Source: an optimization exercise on an open RTL-to-GDS flow (aim: a short achievable clock period and few clock cycles). Production flows keep margins and buffers that such runs may drop. In this exercise RTL edits were held to simulation tests only and were not proved equivalent to the original. Power is estimated from default activity; no workload was simulated.

==> design/flow/design.v <==
module processor(
    input clk,
    input rst,
    output [31:0] imem_addr,
    input [31:0] imem_rdata,
    output [31:0] dmem_addr,
    output [31:0] dmem_wdata,
    output dmem_we,
    input [31:0] dmem_rdata,
    output rf_we,
    output [4:0] rf_waddr,
    output [31:0] rf_wdata
);
    reg [31:0] pcF;
    reg [15:0] btb_v;
    reg [25:0] btb_tag [0:15];
    reg [29:0] btb_tgt [0:15];
    reg [1:0]  btb_ctr [0:15];
    reg        upd_v;
    reg [3:0]  upd_idx;
    reg [25:0] upd_tag;
    reg [29:0] upd_tgt;
    reg [1:0]  upd_ctr;
    reg        validD;
    reg [31:0] instrD;
    reg [31:0] pcD;
    reg        predD, hitD;
    reg [1:0]  ctrD;
    reg [31:0] opA, opB, sdE;
    reg        fA_M, fA_W, fB_M, fB_W, fS_M, fS_W, fS_L;
    reg        weE, ldE, stE, brE, jalE, jalrE, redirE;
    reg        brLtE, brInvE, brUpdE;
    reg        o_add, o_sub, o_and, o_or, o_xor, o_slt, o_sltu, o_passB, o_link;
    reg [4:0]  rdE;
    reg [31:0] pc4E, altE;
    reg [29:0] tgtE;
    reg [29:0] pcE;
    reg        predE, hitE;
    reg [1:0]  ctrE;
    reg [31:0] ResM, sdM;
    reg        weM, ldM, stM;
    reg [4:0]  rdM;
    reg [31:0] ResW;
    reg        weW;
    reg [4:0]  rdW;
    reg [31:0] rf [0:31];
    reg [31:0] rf_ok;
    wire [31:0] A = fA_M ? ResM : (fA_W ? ResW : opA);
    wire [31:0] B = fB_M ? ResM : (fB_W ? ResW : opB);
    wire [31:0] S = fS_M ? ResM : (fS_W ? ResW : sdE);
    wire [31:0] sum  = A + B;
    wire [31:0] diff = A - B;
    wire eq   = (A == B);
    wire lt31 = A[30:0] < B[30:0];
    wire ltS  = (A[31] ^ B[31]) ? A[31] : lt31;
    wire ltU  = (A[31] ^ B[31]) ? B[31] : lt31;
    wire [31:0] aluE =
          ({32{o_add}}   & sum)
        | ({32{o_sub}}   & diff)
        | ({32{o_and}}   & (A & B))
        | ({32{o_or}}    & (A | B))
        | ({32{o_xor}}   & (A ^ B))
        | ({32{o_slt}}   & {31'b0, ltS})
        | ({32{o_sltu}}  & {31'b0, ltU})
        | ({32{o_passB}} & B)
        | ({32{o_link}}  & pc4E);
    wire condE = brLtE ? ltS : eq;
    wire redirect = redirE | (brE & (condE ^ brInvE));
    wire [31:0] redirPC = jalrE ? {sum[31:1], 1'b0} : altE;
    wire [3:0]  bi     = pcF[5:2];
    wire        btbHit = btb_v[bi] & (btb_tag[bi] == pcF[31:6]);
    wire [1:0]  btbCtr = btb_ctr[bi];
    wire        predF  = btbHit & btbCtr[1];
    wire [31:0] pc4F   = pcF + 32'd4;
    wire [31:0] predPC = predF ? {btb_tgt[bi], 2'b00} : pc4F;
    assign imem_addr = pcF;
    wire [6:0] opc = instrD[6:0];
    wire [2:0] f3  = instrD[14:12];
    wire [4:0] rs1 = instrD[19:15];
    wire [4:0] rs2 = instrD[24:20];
    wire [4:0] rd  = instrD[11:7];
    wire isR    = opc[6:2] == 5'b01100;
    wire isI    = opc[6:2] == 5'b00100;
    wire isLd   = opc[6:2] == 5'b00000;
    wire isSt   = opc[6:2] == 5'b01000;
    wire isBr   = opc[6:2] == 5'b11000;
    wire isJal  = opc[6:2] == 5'b11011;
    wire isJalr = opc[6:2] == 5'b11001;
    wire isLui  = opc[6:2] == 5'b01101;
    wire regW  = isR | isI | isLd | isJal | isJalr | isLui;
    wire weD   = regW & (rd != 5'd0);
    wire use1  = isR | isI | isLd | isSt | isBr | isJalr;
    wire use2  = isR | isBr;           
    wire use2s = isSt;                 
    wire [31:0] immI = {{20{instrD[31]}}, instrD[31:20]};
    wire [31:0] immS = {{20{instrD[31]}}, instrD[31:25], instrD[11:7]};
    wire [31:0] immB = {{20{instrD[31]}}, instrD[7], instrD[30:25], instrD[11:8], 1'b0};
    wire [31:0] immJ = {{12{instrD[31]}}, instrD[19:12], instrD[20], instrD[30:21], 1'b0};
    wire [31:0] immU = {instrD[31:12], 12'b0};
    wire [31:0] immD = isSt ? immS : (isLui ? immU : immI);
    wire [31:0] tgtD = pcD + (isJal ? immJ : immB);
    wire [31:0] pc4D = pcD + 32'd4;
    wire [31:0] r1 = (weW && rdW == rs1) ? ResW : (rf_ok[rs1] ? rf[rs1] : 32'd0);
    wire [31:0] r2 = (weW && rdW == rs2) ? ResW : (rf_ok[rs2] ? rf[rs2] : 32'd0);
    wire m1E = weE && rdE == rs1;
    wire m2E = weE && rdE == rs2;
    wire m1M = weM && rdM == rs1;
    wire m2M = weM && rdM == rs2;
    wire loadUse = validD & ldE & ((use1 & m1E) | (use2 & m2E));
    wire goE = validD & ~redirect & ~loadUse;
    wire aluRI = isR | isI;
    wire subR  = isR & instrD[30];
    wire d_add  = (aluRI & f3 == 3'b000 & ~subR) | isLd | isSt;
    wire d_sub  = aluRI & f3 == 3'b000 & subR;
    wire d_slt  = aluRI & f3 == 3'b010;
    wire d_sltu = aluRI & f3 == 3'b011;
    wire d_xor  = aluRI & f3 == 3'b100;
    wire d_or   = aluRI & f3 == 3'b110;
    wire d_and  = aluRI & f3 == 3'b111;
    wire jalNoPred = isJal & ~predD;
    wire predNonBr = predD & ~isJal & ~isBr;
    always @(posedge clk or posedge rst) begin
        if (rst) begin
            pcF    <= 32'd0;
            btb_v  <= 16'd0;
            upd_v  <= 1'b0;
            validD <= 1'b0;
            weE <= 1'b0; ldE <= 1'b0; stE <= 1'b0; brE <= 1'b0;
            jalE <= 1'b0; jalrE <= 1'b0; redirE <= 1'b0; brUpdE <= 1'b0;
            weM <= 1'b0; ldM <= 1'b0; stM <= 1'b0;
            weW <= 1'b0;
            rf_ok <= 32'd0;
        end else begin
            if (redirect)
                pcF <= redirPC;
            else if (!loadUse)
                pcF <= predPC;
            if (upd_v)
                btb_v[upd_idx] <= 1'b1;
            upd_v <= brUpdE & (hitE | condE ^ brInvE ^ predE) | (jalE & ~hitE);
            if (redirect)
                validD <= 1'b0;
            else if (!loadUse)
                validD <= 1'b1;
            weE    <= goE & weD;
            ldE    <= goE & isLd;
            stE    <= goE & isSt;
            brE    <= goE & isBr;
            jalE   <= goE & isJal;
            jalrE  <= goE & isJalr;
            redirE <= goE & (isJalr | jalNoPred | predNonBr);
            brUpdE <= goE & (isBr | isJal);
            weM <= weE;
            ldM <= ldE;
            stM <= stE;
            weW <= weM;
            if (weW)
                rf_ok[rdW] <= 1'b1;
        end
    end
    always @(posedge clk) begin
        if (upd_v) begin
            btb_tag[upd_idx] <= upd_tag;
            btb_tgt[upd_idx] <= upd_tgt;
            btb_ctr[upd_idx] <= upd_ctr;
        end
        upd_idx <= pcE[3:0];
        upd_tag <= pcE[29:4];
        upd_tgt <= tgtE;
        if (jalE)
            upd_ctr <= hitE ? ((ctrE == 2'b11) ? 2'b11 : ctrE + 2'b01) : 2'b11;
        else if (condE ^ brInvE ^ predE)
            upd_ctr <= hitE ? ((ctrE == 2'b11) ? 2'b11 : ctrE + 2'b01) : 2'b11;
        else
            upd_ctr <= (ctrE == 2'b00) ? 2'b00 : ctrE - 2'b01;
        if (!loadUse) begin
            instrD <= imem_rdata;
            pcD    <= pcF;
            predD  <= predF;
            hitD   <= btbHit;
            ctrD   <= btbCtr;
        end
        opA  <= r1;
        opB  <= use2 ? r2 : immD;
        sdE  <= r2;
        fA_M <= use1 & m1E;
        fA_W <= use1 & ~m1E & m1M;
        fB_M <= use2 & m2E;
        fB_W <= use2 & ~m2E & m2M;
        fS_L <= m2E & ldE;
        fS_M <= m2E & ~ldE;
        fS_W <= ~m2E & m2M;
        o_add   <= d_add;
        o_sub   <= d_sub;
        o_and   <= d_and;
        o_or    <= d_or;
        o_xor   <= d_xor;
        o_slt   <= d_slt;
        o_sltu  <= d_sltu;
        o_passB <= isLui;
        o_link  <= isJal | isJalr;
        brLtE  <= f3[2];
        brInvE <= f3[0] ^ predD;
        rdE    <= rd;
        pc4E   <= pc4D;
        altE   <= ((isBr | isJal) & ~predD) ? tgtD : pc4D;
        tgtE   <= tgtD[31:2];
        pcE    <= pcD[31:2];
        predE  <= predD;
        hitE   <= hitD;
        ctrE   <= ctrD;
        ResM <= aluE;
        sdM  <= fS_L ? dmem_rdata : S;
        rdM  <= rdE;
        ResW <= ldM ? dmem_rdata : ResM;
        rdW  <= rdM;
        if (weW)
            rf[rdW] <= ResW;
    end
    assign dmem_addr  = ResM;
    assign dmem_wdata = sdM;
    assign dmem_we    = stM;
    assign rf_we      = weW;
    assign rf_waddr   = rdW;
    assign rf_wdata   = ResW;
endmodule
==> design/flow/run.sh <==
#!/bin/bash
# synth_recipe.tcl (not shown) runs the flow's synth.tcl, then flattens the netlist and writes it again
# the make line also repeats each setting of config.mk as NAME=value (left out here)
make -C /OpenROAD-flow-scripts/flow DESIGN_CONFIG=/design/flow/config.mk WORK_HOME=/design/flow/orfs CLKGATE_MAP_FILE= SYNTH_SCRIPT=/design/flow/synth_recipe.tcl finish
==> design/flow/config.mk <==
export PLATFORM = sky130hd
export DESIGN_NAME = processor
export DESIGN_NICKNAME = processor
export VERILOG_FILES = /design/flow/design.v
export SDC_FILE = /design/flow/constraint.sdc
export NUM_CORES = 4
export LEC_CHECK = 0
export ABC_CLOCK_PERIOD_IN_PS = 3000
export CAP_MARGIN = 20
export CORE_MARGIN = 2
export CORE_UTILIZATION = 40
export PLACE_DENSITY = 0.6
export SETUP_SLACK_MARGIN = 5
export SLEW_MARGIN = 20
==> design/flow/constraint.sdc <==
create_clock -name core_clock -period 11.0 [get_ports {clk}]
set_input_delay 2.2000 -clock core_clock [delete_from_list [all_inputs] [get_ports {clk}]]
set_output_delay 2.2000 -clock core_clock [all_outputs]
set_load 0.01 [all_outputs]
==> impl_metrics.tcl <==
set metrics [dict create \
    dp_hpwl_um 202000 \
    power_switching_mw 8.13 \
    worst_pin_slew_ps 1150 \
    vias 64200 \
    top_register "rf" \
    cp_common_cell "a31oi_1" \
    final_antenna_net_count 0 \
    setup-tns-final_ps 0 \
    clk_path_buf_depth 4 \
    swShare_pct 29.8 \
    p_leak_nw 42.0 \
    overflow 0 \
    place_congestion 0.902 \
    numCtsBuffers 278 \
    reg.largest.list "rf x1024, btb_tgt x480, btb_tag x416" \
    drcViolationCount 0 \
    dpl_worst_slack_ps 4210 \
    dp_cells 10200 \
    synth.area.top_cells "edfxtp_1, mux4_2, dfxtp_1" \
    path_clk_slew_ps 60 \
    synth_area_um2 111000 \
    track_usage_pct 23.7 \
    synth_top_cell_by_area "edfxtp_1" \
    dieHeight_um 530 \
    cp-end-kind "flip-flop" \
    stdcell_area_um2 126000 \
    crit_type "reg2reg" \
    ys_seq_area_share_pct 64.5 \
    p_int_mw 19.2 \
    critPathMaxStageDelay_ps 560 \
    syn_inst 6500 \
    ioPinCount 201 \
    num-nets-final 6953 \
    die_x_um 530 \
    slew_headroom_pct 23.5 \
    clock-root-buffer "clkbuf_16" \
    cts_hold_buffers 0 \
    fin_crit_sh_pct 51.8 \
    ys_seq_elements 2536 \
    ys_top_cells_by_count "edfxtp_1, mux4_2, dfxtp_1" \
    syn2layout_area_growth_pct 14.2 \
    rows 193 \
    antenna_found_initial 18 \
    cts_tree "yes" \
    synth_edf_count 2018 \
    synth_ff_type "edfxtp_1" \
    powerDensity_nw_per_um2 216 \
    pwr-share-clk_pct 33.4 \
    finalPower_mw 27.3 \
    async_flop_share_pct 3.71 \
    synth_top_area_share_pct 54.7 \
    cts.sinks 2536 \
    drtIter0Drc 7644 \
    combPwrFrac_pct 19.8 \
    drv_cap 0 \
    max_clock_freq_mhz 175 \
    start_util_pct 40.1 \
    path_buf_inv 2 \
    dieArea_um2 281000 \
    hold_class "reg2reg" \
    seqPwrFrac_pct 46.8 \
    worst_path_max_delay_cell "a31oi_1" \
    path_max_fanout 32 \
    vdd_ir_drop_max_mv 0.167 \
    synth.distinct_cells 85 \
    wire_per_inst_um 31.7 \
    clock_skew_ps 58.6 \
    dr.pass1.iters 6 \
    largest_reg_flops 1024 \
    cp-start-kind "flip-flop" \
    yosys_warnings 1 \
    grt_start_max_net_pins 117 \
    grt_pass1_vias 64400 \
    yosysMostFrequentCell "edfxtp_1" \
    status "timing/DRC/antenna clean" \
    htreeDepth 5 \
    hold_violations 0 \
    port_buffers 198 \
    core_area_um2 276000 \
    final_cells 10700 \
    slew_viol_final 0 \
    final_util_pct 45.8 \
    syn-mean-instance-area_um2 17.0 \
    drive_gt1_share_pct 24.2 \
    final.min_clock_period_ps 5700 \
    finalWorstSetupSlack_ps 5300 \
    routed_wl_um 338000 \
    postPlaceCellArea_um2 118000 \
    synth_nets 6708 \
    clk_latency_ps 870 \
    critical-path-top-delay-family "compound AO/OA/AOI/OAI gates" \
    grt_first_pass_wirelength_um 477000 \
    holdWs_ps 318 \
    cp_cell_sequence "buf_6 -> mux2i_1 -> o21ai_0 -> inv_1 -> ha_1 -> a2111oi_1 -> o21ai_0 -> a31oi_1 -> o211ai_1 -> a21oi_1 -> o21bai_1 -> a31oi_1 -> xnor2_1 -> a211oi_1 -> a31oi_1" \
    via_per_inst 6.01 \
    rsz0062_at_grt "false" \
    critPathArrivalTime_ps 6400 \
    setup_violations 0 \
    worstPathRequired_ps 11700 \
]
-- final timing paths --
check | end | from | slack, ps | cells past startpoint
min in group asynchronous | rf_ok[0] | rst | 1760 | 2
worst max register to register | pcF[24] | fB_W | 5300 | 15
worst min register to register | upd_idx[0] | pcE[0] | 320 | 0
worst min-delay path | upd_idx[0] | pcE[0] | 320 | 0
worst max-delay path | pcF[24] | fB_W | 5300 | 15
max in group asynchronous | pcF[3] | rst | 7930 | 3
-- power groups by stage --
| stage | Sequential [mW] | Combinational (mW) | Clock (mW) |
|---|---|---|---|
| final | 12.8 | 5.39 | 9.13 |
| after floorplan | 12.4 | 3.48 | 0 |
| after CTS | 12.8 | 5.35 | 9.27 |
| after global placement | 12.9 | 5.29 | 0 |
| after detailed placement | 13.0 | 5.32 | 0 |
| after global routing | 12.9 | 5.73 | 9.64 |
-- cell type report --
type                       count  area (µm²)
fill                       23400      150000
sequential                  2536       71500
multi-input combinational   3408       37500
clock buffer                 374        7690
tap                         3705        4640
timing repair buffer         384        3490
clock inverter               127        1130
inverter                     137         520
antenna                        7        17.5
-- worst reg2reg max path, stage by stage, from the launching register on --
cell and delay (ps):
dfxtp_2 320, buf_6 370, mux2i_1 220, o21ai_0 460, inv_1 130, ha_1 460, a2111oi_1 530, o21ai_0 220
a31oi_1 560, o211ai_1 350, a21oi_1 420, o21bai_1 310, a31oi_1 400, xnor2_1 250, a211oi_1 470, a31oi_1 70
-- metal layers --
metal,GRT usage [%],vias to the layer above,share of wire [%]
met5,0,-,0.016
met4,8.96,8,4.2
met3,4.11,585,8.0
met2,36.6,2983,46
met1,33.6,34000,42
li1,-,26600,-
-- cell usage in the layout, fill, tap and decap left out, types with 48 or more instances in the layout --
cell	synthesis	routed
mux2i_1	232	232
mux4_2	907	907
clkdlybuf4s50_1	0	198
clkbuf_16	0	287
nand2_1	411	411
nor2_1	283	239
clkbuf_1	268	69
inv_1	131	130
buf_4	17	175
clkinv_2	0	48
o21bai_1	55	55
dfxtp_1	424	407
edfxtp_1	2018	2018
xor2_1	52	52
o21ai_0	244	240
ha_1	138	138
mux2_2	73	73
dfrtp_1	94	89
xnor2_1	102	102
a21oi_1	185	185
nand3_1	55	55
-- cells by family after synthesis --
logic type	count (synthesis)	synth area share, %
compound gates	880	5.14
fa+ha+maj	142	1.63
simple gates	1018	4.19
mux	1214	21.3
buf+inv	556	2.03
flops	2536	64.5
xor+xnor	154	1.22
-- repair_timing --
action                     4_1_cts  5_1_grt
pin swaps                        0        0
gates resized for setup          6        8
setup buffers                    0        1
setup endpoints to repair       39       32
Testbench counts, summed over its fixed seeds: cycles 44,892.

[port drivers added, routing unchanged]
How much do the figures lean on ideal ports? The routed layout below was timed once more, with nothing changed but the port constraints.
Step 1 (the two cells are an assumption about what drives the block):
set clk [get_ports {clk}]
set_driving_cell -lib_cell sky130_fd_sc_hd__clkbuf_16 $clk
set_driving_cell -lib_cell sky130_fd_sc_hd__buf_2 [delete_from_list [all_inputs] $clk]
Step 2 times the ports against the registers' clock, not the clock port: input delays grow and output delays shrink by t, the midpoint of the rising clock arrivals with the driver on.
a / b / c = ideal / step 1 / step 2; a / b = the first two.
shift t [ns]: 0.939
setup WS [ns]: 5.301 / 5.301 / 5.301
cell pins on the clock port's net: 1
After both steps this run still meets setup and hold. For this run, drivers alone change the setup slack by 0.000 ns; drivers and shift together by 0.000 ns.
